This design comes from an exercise in tuning for small area on the open sky130 flow, not from production work. RTL that was checked went through simulation tests only; none was proved equivalent to the original. The flow treats the clock pin as an ideal source. Dropping or thinning the clock tree relies on that and would not hold on a real chip. Power is estimated from default activity; no workload was simulated.

==> ember <==
## ClockTest
module ClockTest(
	input clk,
	input rst,
	input btn,
	output [6:0] seg,
	output [3:0] an,
	output buttons_pressed,
	output buttons_released
);
==> module button_debounce, before the edit <==
module button_debounce (
    input clk,
    input rst,
    input button_in,
    output reg button_out
);
    localparam [7:0] D0 = 8'd4;
    reg [7:0] counter;
    wire differ = button_in ^ button_out;
    wire full = ~|(counter & 8'hf5);
    always @(posedge clk or posedge rst) begin
        if (rst) begin
            counter <= D0;
            button_out <= 0;
        end else begin
            if (differ & full)
                button_out <= button_in;
            if (differ & ~full)
                counter <= {counter[6:0], counter[7] ^ counter[2]};
            else
                counter <= D0;
        end
    end
endmodule
==> module ClockTest, before the edit <==
module ClockTest(
	input clk,
	input rst,
	input btn,
	output [6:0] seg,
	output [3:0] an,
	output buttons_pressed,
	output buttons_released
);
	localparam [9:0] J624 = 10'd317;        
	reg [4:0] u;
	reg [1:0] g;
	reg [9:0] j;
	reg       tick_d;                       
	reg       press_d;                      
	reg [3:0] s_ones;
	reg [2:0] s_tens;
	reg [3:0] ones;
	reg [3:0] tens;
	reg       prev;                         
	reg       pulse;                        
	wire btn_lvl;
	button_debounce debounce (
		.clk(clk),
		.rst(rst),
		.button_in(btn),
		.button_out(btn_lvl)
	);
	wire u_low0 = ~|u[3:0];
	wire u_31 = u_low0 & ~u[4];             
	wire u_30 = u_low0 & u[4];              
	wire [1:0] sel = {g[1], g[1] ^ g[0]};   
	wire j_624 = (j & 10'b1100011111) == 10'b0100011101;
	wire j_623 = (j & 10'b0110111111) == 10'b0010011110;
	wire sec_first = j_624 & u_31;
	wire sec_last = j_623 & u_30;
	wire sec60 = s_tens[2] & s_tens[1];
	wire min_last = sec_last & sec60;
	wire min_last_d = sec_first & sec60;
	assign buttons_pressed  = pulse & prev;
	assign buttons_released = pulse & ~prev;
	function [3:0] bcd_inc;
		input [3:0] d;
		bcd_inc = {(d[3] & ~d[0]) | (d[2] & d[1] & d[0]),
		           d[2] ^ (d[1] & d[0]),
		           d[1] ^ (d[0] & ~d[3]),
		           ~d[0]};
	endfunction
	always @(posedge clk or posedge rst) begin
		if (rst) begin
			u <= 5'b00000;
			g <= 2'b10;
			j <= J624;
		end else begin
			u <= {u[3:0], u[4] ^ u[2] ^ u_low0};
			if (u_31)
				g <= {g[0], ~g[1]};
			j <= {j[8:2], j[1] | j_624, j[0], j[9] ^ j[6]};
		end
	end
	always @(posedge clk or posedge rst) begin
		if (rst)
			s_tens <= 3'd7;
		else if (min_last_d)
			s_tens <= 0;
		else if (tick_d & s_ones[3] & s_ones[0])
			s_tens <= {s_tens[2] ^ (s_tens[1] & s_tens[0]), s_tens[1] ^ s_tens[0], ~s_tens[0]};
	end
	always @(posedge clk) begin
		tick_d <= sec_first;
		press_d <= buttons_pressed;
		if (min_last_d) begin
			s_ones <= 0;
			ones <= 0;
			tens <= 0;
		end else begin
			if (tick_d)
				s_ones <= bcd_inc(s_ones);
			if (press_d) begin
				ones <= bcd_inc(ones);
				if (ones[3] & ones[0])
					tens <= bcd_inc(tens);
			end
		end
	end
	always @(posedge clk or posedge rst) begin
		if (rst) begin
			prev <= 0;
			pulse <= 0;
		end else if (!min_last) begin
			prev <= btn_lvl;
			pulse <= btn_lvl ^ prev;
		end
	end
	reg [3:0] dg;
	always @(*) begin
		case (sel)
			2'b00: dg = ones;
			2'b01: dg = tens;
			2'b10: dg = s_ones;
			2'b11: dg = {&s_tens, s_tens};
		endcase
	end
	wire blank = &s_tens;
	assign an = {~(sel[1] & sel[0] & ~blank), ~(sel[1] & ~sel[0]), ~(~sel[1] & sel[0]), ~(~sel[1] & ~sel[0])};
	reg [6:0] pat;
	always @(*) begin
		case (dg)
			4'd0: pat = 7'b1000000;
			4'd1: pat = 7'b1111001;
			4'd2: pat = 7'b0100100;
			4'd3: pat = 7'b0110000;
			4'd4: pat = 7'b0011001;
			4'd5: pat = 7'b0010010;
			4'd6: pat = 7'b0000010;
			4'd7: pat = 7'b1111000;
			4'd8: pat = 7'b0000000;
			4'd9: pat = 7'b0010000;
			default: pat = 7'b1111111;
		endcase
	end
	assign seg = pat;
endmodule
clock: 50.0 ns
lec_check: 0
cap_margin: 20
core_margin: 2
core_utilization: 40
slew_margin: 20
standard.sh (not shown) runs the stock make flow with config.mk's settings and CLKGATE_MAP_FILE= SYNTH_SCRIPT=/design/flow/synth_recipe.tcl, a recipe that flattens the netlist after the stock synthesis.
==> flow/flow/run.sh <==
#!/bin/bash
# The standard layout (standard.sh), with these changes to how the layout
# is built:
#  - the standard synthesis runs unchanged first; then the design is
#    synthesized again for area (rtlsynth.tcl: same passes skipped, flattened
#    and renamed the same way, but its own ABC scripts and no adder cells),
#    and the smallest of a few ABC scripts' netlists replaces the standard
#    one, once regnames.py has checked that its flip-flops are the standard
#    synthesis's (same registers, same cell types) and given them the standard
#    names.  If that check fails, the standard netlist is kept;
#  - port buffers are the smallest buffer cell, buf_1 (every input and output
#    port still gets its own buffer);
#  - the clock tree is a small two-level tree built by clock_tree.tcl (a root
#    buffer driving four leaf buffers, each driving a quarter of the
#    flip-flops) in place of clock_tree_synthesis.
# Each tool's full output goes to a log file of its own in this folder.
set -euo pipefail
here=$(pwd)
res=$here/orfs/results/$FLOW_PLATFORM/ClockTest/base
lib=$FLOW_HOME/platforms/$FLOW_PLATFORM/lib/sky130_fd_sc_hd__tt_025C_1v80.lib
yosys=$FLOW_HOME/../tools/install/yosys/bin/yosys
export BUFFER_PORTS_ARGS="-buffer_cell sky130_fd_sc_hd__buf_1"
export PRE_CTS_TCL=$here/flow/clock_tree.tcl

bash standard.sh synth > log_1_standard_synth.log 2>&1
cp $res/1_2_yosys.v $here/standard_synth.v

# the platform's DONT_USE_CELLS
args=""
for c in $(cat flow/dont_use.txt); do args="$args -dont_use $c"; done
for k in 1 2 3; do
  LIB_FILE=$lib DESIGN_V=$FLOW_DESIGN OUT_V=$here/synth_$k.v TOP=$FLOW_TOP \
    ABC_SCRIPT=$here/flow/abc_$k.abc DONT_USE_ARGS="$args" \
    $yosys -c flow/rtlsynth.tcl > log_2_synth_$k.log 2>&1 &
done
wait || true

best=""
best_area=""
for k in 1 2 3; do
  if python3 flow/regnames.py $here/standard_synth.v $here/synth_$k.v $here/synth_${k}_named.v > log_3_regnames_$k.log 2>&1; then
    a=$(sed -n "s/.*Chip area for module.*: //p" $here/synth_$k.v.stat | tail -1)
    echo "script $k: area $a" >> log_3_choice.log
    if [[ -n "$a" ]] && { [[ -z "$best_area" ]] || python3 -c "import sys; sys.exit(0 if $a < $best_area else 1)"; }; then
      best=$k; best_area=$a
    fi
  fi
done
if [[ -n "$best" ]]; then
  echo "using script $best" >> log_3_choice.log
  cp $here/synth_${best}_named.v $res/1_2_yosys.v
  rm -f $res/1_synth.odb $res/1_synth.sdc
else
  echo "keeping the standard netlist" >> log_3_choice.log
fi
bash standard.sh finish > log_4_standard_finish.log 2>&1
==> flow/flow/clock_tree.tcl <==
# PRE_CTS_TCL hook: build a small two-level clock tree by hand in place of
# clock_tree_synthesis.  The clock's flip-flops are split by position into
# NLEAF groups of about equal size; each group gets a leaf clock buffer at its
# centre, and one root buffer at the centre of all flip-flops drives the leaf
# buffers, so the clock port drives a single cell.  Every flip-flop is two
# buffers from the clock port.
set leaf_cell sky130_fd_sc_hd__clkbuf_4
set root_cell sky130_fd_sc_hd__clkbuf_2
set nleaf 4
set block [ord::get_db_block]
set clk_net [$block findNet clk]
set sinks {}
foreach it [$clk_net getITerms] {
  if { [$it isInputSignal] } {
    set inst [$it getInst]
    set bb [$inst getBBox]
    set x [expr {([$bb xMin] + [$bb xMax]) / 2}]
    set y [expr {([$bb yMin] + [$bb yMax]) / 2}]
    lappend sinks [list $x $y "[$inst getName]/[[$it getMTerm] getName]"]
  }
}
set n [llength $sinks]
set dbu [$block getDbUnitsPerMicron]
# split into vertical strips of about equal count
set sinks [lsort -integer -index 0 $sinks]
set ax 0; set ay 0
foreach s $sinks { set ax [expr {$ax + [lindex $s 0]}]; set ay [expr {$ay + [lindex $s 1]}] }
set ax [expr {double($ax) / $n / $dbu}]; set ay [expr {double($ay) / $n / $dbu}]
for {set k 0} {$k < $nleaf} {incr k} {
  set lo [expr {($k * $n) / $nleaf}]
  set hi [expr {(($k + 1) * $n) / $nleaf - 1}]
  set grp [lrange $sinks $lo $hi]
  set sx 0; set sy 0; set pins {}
  foreach s $grp {
    set sx [expr {$sx + [lindex $s 0]}]; set sy [expr {$sy + [lindex $s 1]}]
    lappend pins [get_pins [lindex $s 2]]
  }
  set m [llength $grp]
  set cx [expr {double($sx) / $m / $dbu}]; set cy [expr {double($sy) / $m / $dbu}]
  insert_buffer -buffer_cell $leaf_cell -net clk -load_pins $pins \
    -location [list $cx $cy] -buffer_name clkbuf_leaf_$k -net_name clknet_leaf_$k
  puts "clock tree: leaf $k, $m flip-flops, buffer at ($cx, $cy)"
}
insert_buffer -buffer_cell $root_cell -net clk -location [list $ax $ay] \
  -buffer_name clkbuf_root -net_name clknet_root
puts "clock tree: root buffer at ($ax, $ay)"
foreach net [list clknet_root clknet_leaf_0 clknet_leaf_1 clknet_leaf_2 clknet_leaf_3 clknet_leaf_4 clknet_leaf_5] {
  set dn [$block findNet $net]
  if { $dn != "NULL" } { $dn setSigType CLOCK }
}
# the tree is built; nothing is left for clock_tree_synthesis to do
proc clock_tree_synthesis { args } {
  puts "clock_tree_synthesis skipped: the clock tree was built by clock_tree.tcl"
}
Other scripts of this flow, unchanged in this note and not shown: flow/flow/abc_1.abc, flow/flow/abc_2.abc, flow/flow/abc_3.abc, flow/flow/dont_use.txt, flow/flow/regnames.py, flow/flow/rtlsynth.tcl
==> fjord: changes against ember <==
--- a/flow/design.v
+++ b/flow/design.v
@@ -3,23 +3,27 @@
     input clk,
     input rst,
     input button_in,
-    output reg button_out
+    output reg button_out,
+    output toggle           
 );
     localparam [7:0] D0 = 8'd4;
-    reg [7:0] counter;
+    localparam [7:0] P = 8'h55;
+    reg [7:0] cs;
+    wire [7:0] counter = cs ^ P;
     wire differ = button_in ^ button_out;
     wire full = ~|(counter & 8'hf5);
+    assign toggle = differ & full;
     always @(posedge clk or posedge rst) begin
         if (rst) begin
-            counter <= D0;
+            cs <= D0 ^ P;
             button_out <= 0;
         end else begin
-            if (differ & full)
+            if (toggle)
                 button_out <= button_in;
             if (differ & ~full)
-                counter <= {counter[6:0], counter[7] ^ counter[2]};
+                cs <= {counter[6:0], counter[7] ^ counter[2]} ^ P;
             else
-                counter <= D0;
+                cs <= D0 ^ P;
         end
     end
 endmodule
@@ -43,14 +47,16 @@
 	reg [2:0] s_tens;
 	reg [3:0] ones;
 	reg [3:0] tens;
-	reg       prev;                         
+	reg       chg;                          
 	reg       pulse;                        
 	wire btn_lvl;
+	wire btn_toggle;
 	button_debounce debounce (
 		.clk(clk),
 		.rst(rst),
 		.button_in(btn),
-		.button_out(btn_lvl)
+		.button_out(btn_lvl),
+		.toggle(btn_toggle)
 	);
 	wire u_low0 = ~|u[3:0];
 	wire u_31 = u_low0 & ~u[4];             
@@ -63,8 +69,8 @@
 	wire sec60 = s_tens[2] & s_tens[1];
 	wire min_last = sec_last & sec60;
 	wire min_last_d = sec_first & sec60;
-	assign buttons_pressed  = pulse & prev;
-	assign buttons_released = pulse & ~prev;
+	assign buttons_pressed  = pulse & btn_lvl;
+	assign buttons_released = pulse & ~btn_lvl;
 	function [3:0] bcd_inc;
 		input [3:0] d;
 		bcd_inc = {(d[3] & ~d[0]) | (d[2] & d[1] & d[0]),
@@ -111,11 +117,12 @@
 	end
 	always @(posedge clk or posedge rst) begin
 		if (rst) begin
-			prev <= 0;
+			chg <= 0;
 			pulse <= 0;
-		end else if (!min_last) begin
-			prev <= btn_lvl;
-			pulse <= btn_lvl ^ prev;
+		end else begin
+			chg <= btn_toggle | (min_last & chg);
+			if (!min_last)
+				pulse <= chg;
 		end
 	end
 	reg [3:0] dg;
--- a/flow/flow/run.sh
+++ b/flow/flow/run.sh
@@ -10,9 +10,9 @@
 #    names.  If that check fails, the standard netlist is kept;
 #  - port buffers are the smallest buffer cell, buf_1 (every input and output
 #    port still gets its own buffer);
-#  - the clock tree is a small two-level tree built by clock_tree.tcl (a root
-#    buffer driving four leaf buffers, each driving a quarter of the
-#    flip-flops) in place of clock_tree_synthesis.
+#  - the clock tree is built by clock_tree.tcl in place of
+#    clock_tree_synthesis: four clock buffers, each driving the flip-flops of
+#    one quarter of the layout, driven by the clock port.
 # Each tool's full output goes to a log file of its own in this folder.
 set -euo pipefail
 here=$(pwd)
@@ -28,7 +28,7 @@
 # the platform's DONT_USE_CELLS
 args=""
 for c in $(cat flow/dont_use.txt); do args="$args -dont_use $c"; done
-for k in 1 2 3; do
+for k in 1 2 3 4 5; do
   LIB_FILE=$lib DESIGN_V=$FLOW_DESIGN OUT_V=$here/synth_$k.v TOP=$FLOW_TOP \
     ABC_SCRIPT=$here/flow/abc_$k.abc DONT_USE_ARGS="$args" \
     $yosys -c flow/rtlsynth.tcl > log_2_synth_$k.log 2>&1 &
@@ -37,7 +37,7 @@
 
 best=""
 best_area=""
-for k in 1 2 3; do
+for k in 1 2 3 4 5; do
   if python3 flow/regnames.py $here/standard_synth.v $here/synth_$k.v $here/synth_${k}_named.v > log_3_regnames_$k.log 2>&1; then
     a=$(sed -n "s/.*Chip area for module.*: //p" $here/synth_$k.v.stat | tail -1)
     echo "script $k: area $a" >> log_3_choice.log
==> flow/flow/abc_4.abc (new file) <==
&get -n
&deepsyn -T 30 -S 2
&st
&dch -f
&nf -a -R 1000
&put
==> flow/flow/abc_5.abc (new file) <==
&get -n
&deepsyn -T 30 -S 3
&st
&dch -f
&nf -a -R 1000
&put
==> flow/flow/clock_tree.tcl (replaced) <==
set leaf_cell sky130_fd_sc_hd__clkbuf_4
set root_cell ""
set ncol 2
set nrow 2
set block [ord::get_db_block]
set clk_net [$block findNet clk]
set sinks {}
foreach it [$clk_net getITerms] {
  if { [$it isInputSignal] } {
    set inst [$it getInst]
    set bb [$inst getBBox]
    set x [expr {([$bb xMin] + [$bb xMax]) / 2}]
    set y [expr {([$bb yMin] + [$bb yMax]) / 2}]
    lappend sinks [list $x $y "[$inst getName]/[[$it getMTerm] getName]"]
  }
}
set n [llength $sinks]
set dbu [$block getDbUnitsPerMicron]
set ax 0; set ay 0
foreach s $sinks { set ax [expr {$ax + [lindex $s 0]}]; set ay [expr {$ay + [lindex $s 1]}] }
set ax [expr {double($ax) / $n / $dbu}]; set ay [expr {double($ay) / $n / $dbu}]
# split into NCOL columns of about equal count by x, each column into NROW
# groups of about equal count by y
set groups {}
set sinks [lsort -integer -index 0 $sinks]
for {set c 0} {$c < $ncol} {incr c} {
  set col [lrange $sinks [expr {($c * $n) / $ncol}] [expr {(($c + 1) * $n) / $ncol - 1}]]
  set col [lsort -integer -index 1 $col]
  set m [llength $col]
  for {set r 0} {$r < $nrow} {incr r} {
    lappend groups [lrange $col [expr {($r * $m) / $nrow}] [expr {(($r + 1) * $m) / $nrow - 1}]]
  }
}
set k 0
foreach grp $groups {
  set sx 0; set sy 0; set pins {}
  foreach s $grp {
    set sx [expr {$sx + [lindex $s 0]}]; set sy [expr {$sy + [lindex $s 1]}]
    lappend pins [get_pins [lindex $s 2]]
  }
  set m [llength $grp]
  set cx [expr {double($sx) / $m / $dbu}]; set cy [expr {double($sy) / $m / $dbu}]
  insert_buffer -buffer_cell $leaf_cell -net clk -load_pins $pins \
    -location [list $cx $cy] -buffer_name clkbuf_leaf_$k -net_name clknet_leaf_$k
  puts "clock tree: leaf $k, $m flip-flops, buffer at ($cx, $cy)"
  incr k
}
if { $root_cell != "" } {
  insert_buffer -buffer_cell $root_cell -net clk -location [list $ax $ay] \
    -buffer_name clkbuf_root -net_name clknet_root
  puts "clock tree: root buffer at ($ax, $ay)"
}
foreach net [list clknet_root clknet_leaf_0 clknet_leaf_1 clknet_leaf_2 clknet_leaf_3 clknet_leaf_4 clknet_leaf_5] {
  set dn [$block findNet $net]
  if { $dn != "NULL" } { $dn setSigType CLOCK }
}
# the tree is built; nothing is left for clock_tree_synthesis to do
proc clock_tree_synthesis { args } {
  puts "clock_tree_synthesis skipped: the clock tree was built by clock_tree.tcl"
}
Settings changed: CORE_UTILIZATION 40 to 65.
==> pepper: changes against ember <==
--- a/flow/design.v
+++ b/flow/design.v
@@ -34,8 +34,7 @@
 	output buttons_released
 );
 	localparam [9:0] J624 = 10'd317;        
-	reg [4:0] u;
-	reg [1:0] g;
+	reg [6:0] rl;
 	reg [9:0] j;
 	reg       tick_d;                       
 	reg       press_d;                      
@@ -52,14 +51,12 @@
 		.button_in(btn),
 		.button_out(btn_lvl)
 	);
-	wire u_low0 = ~|u[3:0];
-	wire u_31 = u_low0 & ~u[4];             
-	wire u_30 = u_low0 & u[4];              
-	wire [1:0] sel = {g[1], g[1] ^ g[0]};   
+	wire [6:0] rc = {rl[6] ^ (&rl[5:0]), rl[5] ^ (&rl[4:0]), rl[4] ^ (&rl[3:0]),
+	                 rl[3] ^ (&rl[2:0]), rl[2] ^ (&rl[1:0]), rl[1] ^ rl[0], ~rl[0]};
 	wire j_624 = (j & 10'b1100011111) == 10'b0100011101;
 	wire j_623 = (j & 10'b0110111111) == 10'b0010011110;
-	wire sec_first = j_624 & u_31;
-	wire sec_last = j_623 & u_30;
+	wire sec_first = j_624 & (&rl[4:0]);
+	wire sec_last = j_623 & (rl[4:0] == 5'd30);
 	wire sec60 = s_tens[2] & s_tens[1];
 	wire min_last = sec_last & sec60;
 	wire min_last_d = sec_first & sec60;
@@ -74,13 +71,10 @@
 	endfunction
 	always @(posedge clk or posedge rst) begin
 		if (rst) begin
-			u <= 5'b00000;
-			g <= 2'b10;
+			rl <= 7'h7f;
 			j <= J624;
 		end else begin
-			u <= {u[3:0], u[4] ^ u[2] ^ u_low0};
-			if (u_31)
-				g <= {g[0], ~g[1]};
+			rl <= rc;
 			j <= {j[8:2], j[1] | j_624, j[0], j[9] ^ j[6]};
 		end
 	end
@@ -120,7 +114,7 @@
 	end
 	reg [3:0] dg;
 	always @(*) begin
-		case (sel)
+		case (rl[6:5])
 			2'b00: dg = ones;
 			2'b01: dg = tens;
 			2'b10: dg = s_ones;
@@ -128,7 +122,7 @@
 		endcase
 	end
 	wire blank = &s_tens;
-	assign an = {~(sel[1] & sel[0] & ~blank), ~(sel[1] & ~sel[0]), ~(~sel[1] & sel[0]), ~(~sel[1] & ~sel[0])};
+	assign an = {~(rl[6] & rl[5] & ~blank), ~(rl[6] & ~rl[5]), ~(~rl[6] & rl[5]), ~(~rl[6] & ~rl[5])};
 	reg [6:0] pat;
 	always @(*) begin
 		case (dg)
--- a/flow/flow/run.sh
+++ b/flow/flow/run.sh
@@ -11,7 +11,7 @@
 #  - port buffers are the smallest buffer cell, buf_1 (every input and output
 #    port still gets its own buffer);
 #  - the clock tree is a small two-level tree built by clock_tree.tcl (a root
-#    buffer driving four leaf buffers, each driving a quarter of the
+#    buffer driving three leaf buffers, each driving a third of the
 #    flip-flops) in place of clock_tree_synthesis.
 # Each tool's full output goes to a log file of its own in this folder.
 set -euo pipefail
--- a/flow/flow/clock_tree.tcl
+++ b/flow/flow/clock_tree.tcl
@@ -4,9 +4,9 @@
 # centre, and one root buffer at the centre of all flip-flops drives the leaf
 # buffers, so the clock port drives a single cell.  Every flip-flop is two
 # buffers from the clock port.
-set leaf_cell sky130_fd_sc_hd__clkbuf_4
+set leaf_cell sky130_fd_sc_hd__clkbuf_8
 set root_cell sky130_fd_sc_hd__clkbuf_2
-set nleaf 4
+set nleaf 3
 set block [ord::get_db_block]
 set clk_net [$block findNet clk]
 set sinks {}
@@ -44,7 +44,7 @@
 insert_buffer -buffer_cell $root_cell -net clk -location [list $ax $ay] \
   -buffer_name clkbuf_root -net_name clknet_root
 puts "clock tree: root buffer at ($ax, $ay)"
-foreach net [list clknet_root clknet_leaf_0 clknet_leaf_1 clknet_leaf_2 clknet_leaf_3 clknet_leaf_4 clknet_leaf_5] {
+foreach net [list clknet_root clknet_leaf_0 clknet_leaf_1 clknet_leaf_2] {
   set dn [$block findNet $net]
   if { $dn != "NULL" } { $dn setSigType CLOCK }
 }
==> cedar: changes against ember <==
--- a/flow/design.v
+++ b/flow/design.v
@@ -3,23 +3,27 @@
     input clk,
     input rst,
     input button_in,
-    output reg button_out
+    output reg button_out,
+    output toggle           
 );
     localparam [7:0] D0 = 8'd4;
-    reg [7:0] counter;
+    localparam [7:0] P = 8'h55;
+    reg [7:0] cs;
+    wire [7:0] counter = cs ^ P;
     wire differ = button_in ^ button_out;
     wire full = ~|(counter & 8'hf5);
+    assign toggle = differ & full;
     always @(posedge clk or posedge rst) begin
         if (rst) begin
-            counter <= D0;
+            cs <= D0 ^ P;
             button_out <= 0;
         end else begin
-            if (differ & full)
+            if (toggle)
                 button_out <= button_in;
             if (differ & ~full)
-                counter <= {counter[6:0], counter[7] ^ counter[2]};
+                cs <= {counter[6:0], counter[7] ^ counter[2]} ^ P;
             else
-                counter <= D0;
+                cs <= D0 ^ P;
         end
     end
 endmodule
@@ -43,14 +47,16 @@
 	reg [2:0] s_tens;
 	reg [3:0] ones;
 	reg [3:0] tens;
-	reg       prev;                         
+	reg       chg;                          
 	reg       pulse;                        
 	wire btn_lvl;
+	wire btn_toggle;
 	button_debounce debounce (
 		.clk(clk),
 		.rst(rst),
 		.button_in(btn),
-		.button_out(btn_lvl)
+		.button_out(btn_lvl),
+		.toggle(btn_toggle)
 	);
 	wire u_low0 = ~|u[3:0];
 	wire u_31 = u_low0 & ~u[4];             
@@ -63,8 +69,8 @@
 	wire sec60 = s_tens[2] & s_tens[1];
 	wire min_last = sec_last & sec60;
 	wire min_last_d = sec_first & sec60;
-	assign buttons_pressed  = pulse & prev;
-	assign buttons_released = pulse & ~prev;
+	assign buttons_pressed  = pulse & btn_lvl;
+	assign buttons_released = pulse & ~btn_lvl;
 	function [3:0] bcd_inc;
 		input [3:0] d;
 		bcd_inc = {(d[3] & ~d[0]) | (d[2] & d[1] & d[0]),
@@ -111,11 +117,12 @@
 	end
 	always @(posedge clk or posedge rst) begin
 		if (rst) begin
-			prev <= 0;
+			chg <= 0;
 			pulse <= 0;
-		end else if (!min_last) begin
-			prev <= btn_lvl;
-			pulse <= btn_lvl ^ prev;
+		end else begin
+			chg <= btn_toggle | (min_last & chg);
+			if (!min_last)
+				pulse <= chg;
 		end
 	end
 	reg [3:0] dg;
--- a/flow/flow/run.sh
+++ b/flow/flow/run.sh
@@ -10,9 +10,9 @@
 #    names.  If that check fails, the standard netlist is kept;
 #  - port buffers are the smallest buffer cell, buf_1 (every input and output
 #    port still gets its own buffer);
-#  - the clock tree is a small two-level tree built by clock_tree.tcl (a root
-#    buffer driving four leaf buffers, each driving a quarter of the
-#    flip-flops) in place of clock_tree_synthesis.
+#  - the clock tree is built by clock_tree.tcl in place of
+#    clock_tree_synthesis: four clock buffers, each driving the flip-flops of
+#    one quarter of the layout, driven by the clock port.
 # Each tool's full output goes to a log file of its own in this folder.
 set -euo pipefail
 here=$(pwd)
@@ -28,7 +28,7 @@
 # the platform's DONT_USE_CELLS
 args=""
 for c in $(cat flow/dont_use.txt); do args="$args -dont_use $c"; done
-for k in 1 2 3; do
+for k in 1 2 3 4 5; do
   LIB_FILE=$lib DESIGN_V=$FLOW_DESIGN OUT_V=$here/synth_$k.v TOP=$FLOW_TOP \
     ABC_SCRIPT=$here/flow/abc_$k.abc DONT_USE_ARGS="$args" \
     $yosys -c flow/rtlsynth.tcl > log_2_synth_$k.log 2>&1 &
@@ -37,7 +37,7 @@
 
 best=""
 best_area=""
-for k in 1 2 3; do
+for k in 1 2 3 4 5; do
   if python3 flow/regnames.py $here/standard_synth.v $here/synth_$k.v $here/synth_${k}_named.v > log_3_regnames_$k.log 2>&1; then
     a=$(sed -n "s/.*Chip area for module.*: //p" $here/synth_$k.v.stat | tail -1)
     echo "script $k: area $a" >> log_3_choice.log
==> flow/flow/abc_4.abc (new file) <==
&get -n
&deepsyn -T 30 -S 2
&st
&dch -f
&nf -a -R 1000
&put
==> flow/flow/abc_5.abc (new file) <==
&get -n
&deepsyn -T 30 -S 3
&st
&dch -f
&nf -a -R 1000
&put
==> flow/flow/clock_tree.tcl (replaced) <==
set leaf_cell sky130_fd_sc_hd__clkbuf_4
set root_cell ""
set ncol 2
set nrow 2
set block [ord::get_db_block]
set clk_net [$block findNet clk]
set sinks {}
foreach it [$clk_net getITerms] {
  if { [$it isInputSignal] } {
    set inst [$it getInst]
    set bb [$inst getBBox]
    set x [expr {([$bb xMin] + [$bb xMax]) / 2}]
    set y [expr {([$bb yMin] + [$bb yMax]) / 2}]
    lappend sinks [list $x $y "[$inst getName]/[[$it getMTerm] getName]"]
  }
}
set n [llength $sinks]
set dbu [$block getDbUnitsPerMicron]
set ax 0; set ay 0
foreach s $sinks { set ax [expr {$ax + [lindex $s 0]}]; set ay [expr {$ay + [lindex $s 1]}] }
set ax [expr {double($ax) / $n / $dbu}]; set ay [expr {double($ay) / $n / $dbu}]
# split into NCOL columns of about equal count by x, each column into NROW
# groups of about equal count by y
set groups {}
set sinks [lsort -integer -index 0 $sinks]
for {set c 0} {$c < $ncol} {incr c} {
  set col [lrange $sinks [expr {($c * $n) / $ncol}] [expr {(($c + 1) * $n) / $ncol - 1}]]
  set col [lsort -integer -index 1 $col]
  set m [llength $col]
  for {set r 0} {$r < $nrow} {incr r} {
    lappend groups [lrange $col [expr {($r * $m) / $nrow}] [expr {(($r + 1) * $m) / $nrow - 1}]]
  }
}
set k 0
foreach grp $groups {
  set sx 0; set sy 0; set pins {}
  foreach s $grp {
    set sx [expr {$sx + [lindex $s 0]}]; set sy [expr {$sy + [lindex $s 1]}]
    lappend pins [get_pins [lindex $s 2]]
  }
  set m [llength $grp]
  set cx [expr {double($sx) / $m / $dbu}]; set cy [expr {double($sy) / $m / $dbu}]
  insert_buffer -buffer_cell $leaf_cell -net clk -load_pins $pins \
    -location [list $cx $cy] -buffer_name clkbuf_leaf_$k -net_name clknet_leaf_$k
  puts "clock tree: leaf $k, $m flip-flops, buffer at ($cx, $cy)"
  incr k
}
if { $root_cell != "" } {
  insert_buffer -buffer_cell $root_cell -net clk -location [list $ax $ay] \
    -buffer_name clkbuf_root -net_name clknet_root
  puts "clock tree: root buffer at ($ax, $ay)"
}
foreach net [list clknet_root clknet_leaf_0 clknet_leaf_1 clknet_leaf_2 clknet_leaf_3 clknet_leaf_4 clknet_leaf_5] {
  set dn [$block findNet $net]
  if { $dn != "NULL" } { $dn setSigType CLOCK }
}
# the tree is built; nothing is left for clock_tree_synthesis to do
proc clock_tree_synthesis { args } {
  puts "clock_tree_synthesis skipped: the clock tree was built by clock_tree.tcl"
}
Settings changed: CORE_UTILIZATION 40 to 80.
==> results.py <==
metrics = {
    "outcome": {
        "status": "no timing/DRC/antenna violations",
    },
    "sta": {
        "hold_slack_ns": 0.372,
        "fin_worst_skew_ns": 0.0118,
    },
    "global_routing": {
        "grt_use_met3_pct": 1.42,
    },
    "cts": {
        "insertion_delay_ns": 0.33,
    },
    "pwr": {
        "leakage_nw": 0.802,
        "clkPwrFrac_pct": 16.7,
    },
    "cells_and_area": {
        "final_cell_mix": "nor2_1, dfstp_2, buf_1",
        "drive_gt1_share_pct": 13.2,
        "sh_seq_area_pct": 54.7,
    },
    "floorplan": {
        "dieArea_um2": 5030,
        "die_width_um": 70.9,
    },
    "worst_setup_path": {
        "crit_fanout": 7,
        "cp.arrival_ns": 2.63,
        "r2r_end": "tens[2]",
        "r2r-start": "rl[1]",
    },
    "min_path": {
        "worstHoldStart": "j[3]",
    },
}
-- figures above: pepper

==> results.py <==
metrics = {
    "outcome": {
        "status": "no timing/DRC/antenna violations",
    },
    "cells_and_area": {
        "final_cell_mix": "nor2_1, dfrtp_1, buf_1",
        "sh_seq_area_pct": 57.8,
        "drive_gt1_share_pct": 9.89,
    },
    "worst_setup_path": {
        "cp.arrival_ns": 2.30,
        "r2r-start": "j[4]",
        "crit_fanout": 6,
    },
    "pwr": {
        "leakage_nw": 0.748,
        "clkPwrFrac_pct": 16.9,
    },
    "cts": {
        "insertion_delay_ns": 0.18,
    },
    "min_path": {
        "worstHoldStart": "debounce.cs[3]",
    },
    "sta": {
        "hold_slack_ns": 0.371,
        "fin_worst_skew_ns": 0.0176,
    },
    "global_routing": {
        "grt_use_met3_pct": 2.56,
    },
}
-- figures above: fjord

==> results.py <==
metrics = {
    "outcome": {
        "status": "no timing/DRC/antenna violations",
    },
    "sta": {
        "hold_slack_ns": 0.374,
        "fin_worst_skew_ns": 0.0171,
    },
    "min_path": {
        "worstHoldStart": "j[4]",
    },
    "cells_and_area": {
        "drive_gt1_share_pct": 9.89,
        "final_cell_mix": "nor2_1, dfrtp_1, buf_1",
        "sh_seq_area_pct": 57.9,
    },
    "floorplan": {
        "fp.coreArea_um2": 2000,
        "die_width_um": 50.5,
        "dieArea_um2": 2550,
    },
    "detailed_routing": {
        "num_vias": 1326,
    },
    "global_routing": {
        "grt_use_met3_pct": 2.68,
    },
    "pwr": {
        "combinationalPowerShare_pct": 16.8,
        "clkPwrFrac_pct": 16.4,
        "leakage_nw": 0.748,
    },
    "worst_setup_path": {
        "r2r-start": "j[3]",
    },
}
-- figures above: cedar

==> results.py <==
metrics = {
    "yosys": {
        "synth_warnings": 2,
        "syn_area_um2": 1740,
    },
    "cts": {
        "insertion_delay_ns": 0.34,
    },
    "pwr": {
        "p_sw_w": 0.0000232,
        "leakage_nw": 0.766,
        "clkPwrFrac_pct": 17.8,
    },
    "worst_setup_path": {
        "reg2reg_depth": 8,
        "r2r_end": "s_tens[2]",
        "cp.arrival_ns": 2.36,
        "path_delay_family": "multiplexers",
        "crit_fanout": 9,
    },
    "cells_and_area": {
        "drive_gt1_share_pct": 12.0,
        "sh_seq_area_pct": 56.2,
        "final_cell_mix": "nor2_1, dfrtp_1, buf_1",
    },
    "min_path": {
        "worstHoldStart": "j[2]",
    },
    "floorplan": {
        "dieArea_um2": 4900,
        "die_width_um": 70.0,
    },
    "global_routing": {
        "grt_max_degree": 32,
        "grt_use_met3_pct": 1.44,
        "overflow": 0,
    },
    "sta": {
        "fin_worst_skew_ns": 0.0222,
    },
    "outcome": {
        "status": "no timing/DRC/antenna violations",
    },
}
-- figures above: ember

For pepper, only the layout was checked, not whether the RTL still works. In every run of this note, the design's own scripts or RTL, not TritonCTS, make the clock network.

## re-timing with driven ports
How much do the figures lean on ideal ports? The routed layouts below were timed once more, with nothing changed but the port constraints. Step 1 (the two cells are an assumption about what drives the block):
set clk [get_ports {clk}]
set_driving_cell -lib_cell sky130_fd_sc_hd__clkbuf_16 $clk
set_driving_cell -lib_cell sky130_fd_sc_hd__buf_2 [delete_from_list [all_inputs] $clk]
Step 2 adds t to the input delays and takes it off the output delays; t is the mean of the earliest and latest rising clock arrival at the registers after step 1. Input paths then give back, and output paths get back, about the clock's delay inside the block. Three values: ideal, step 1, step 2; two values: the first two.
run | t, ns | setup slack, ns | cell pins on the clock port's net
ember | 0.356 | 37.642 / 37.620 / 37.976 | 1
fjord | 0.210 | 37.702 / 37.659 / 37.869 | 4
pepper | 0.348 | 37.373 / 37.351 / 37.699 | 1
cedar | 0.208 | 37.542 / 37.504 / 37.711 | 4
After both steps every run listed still meets setup and hold.
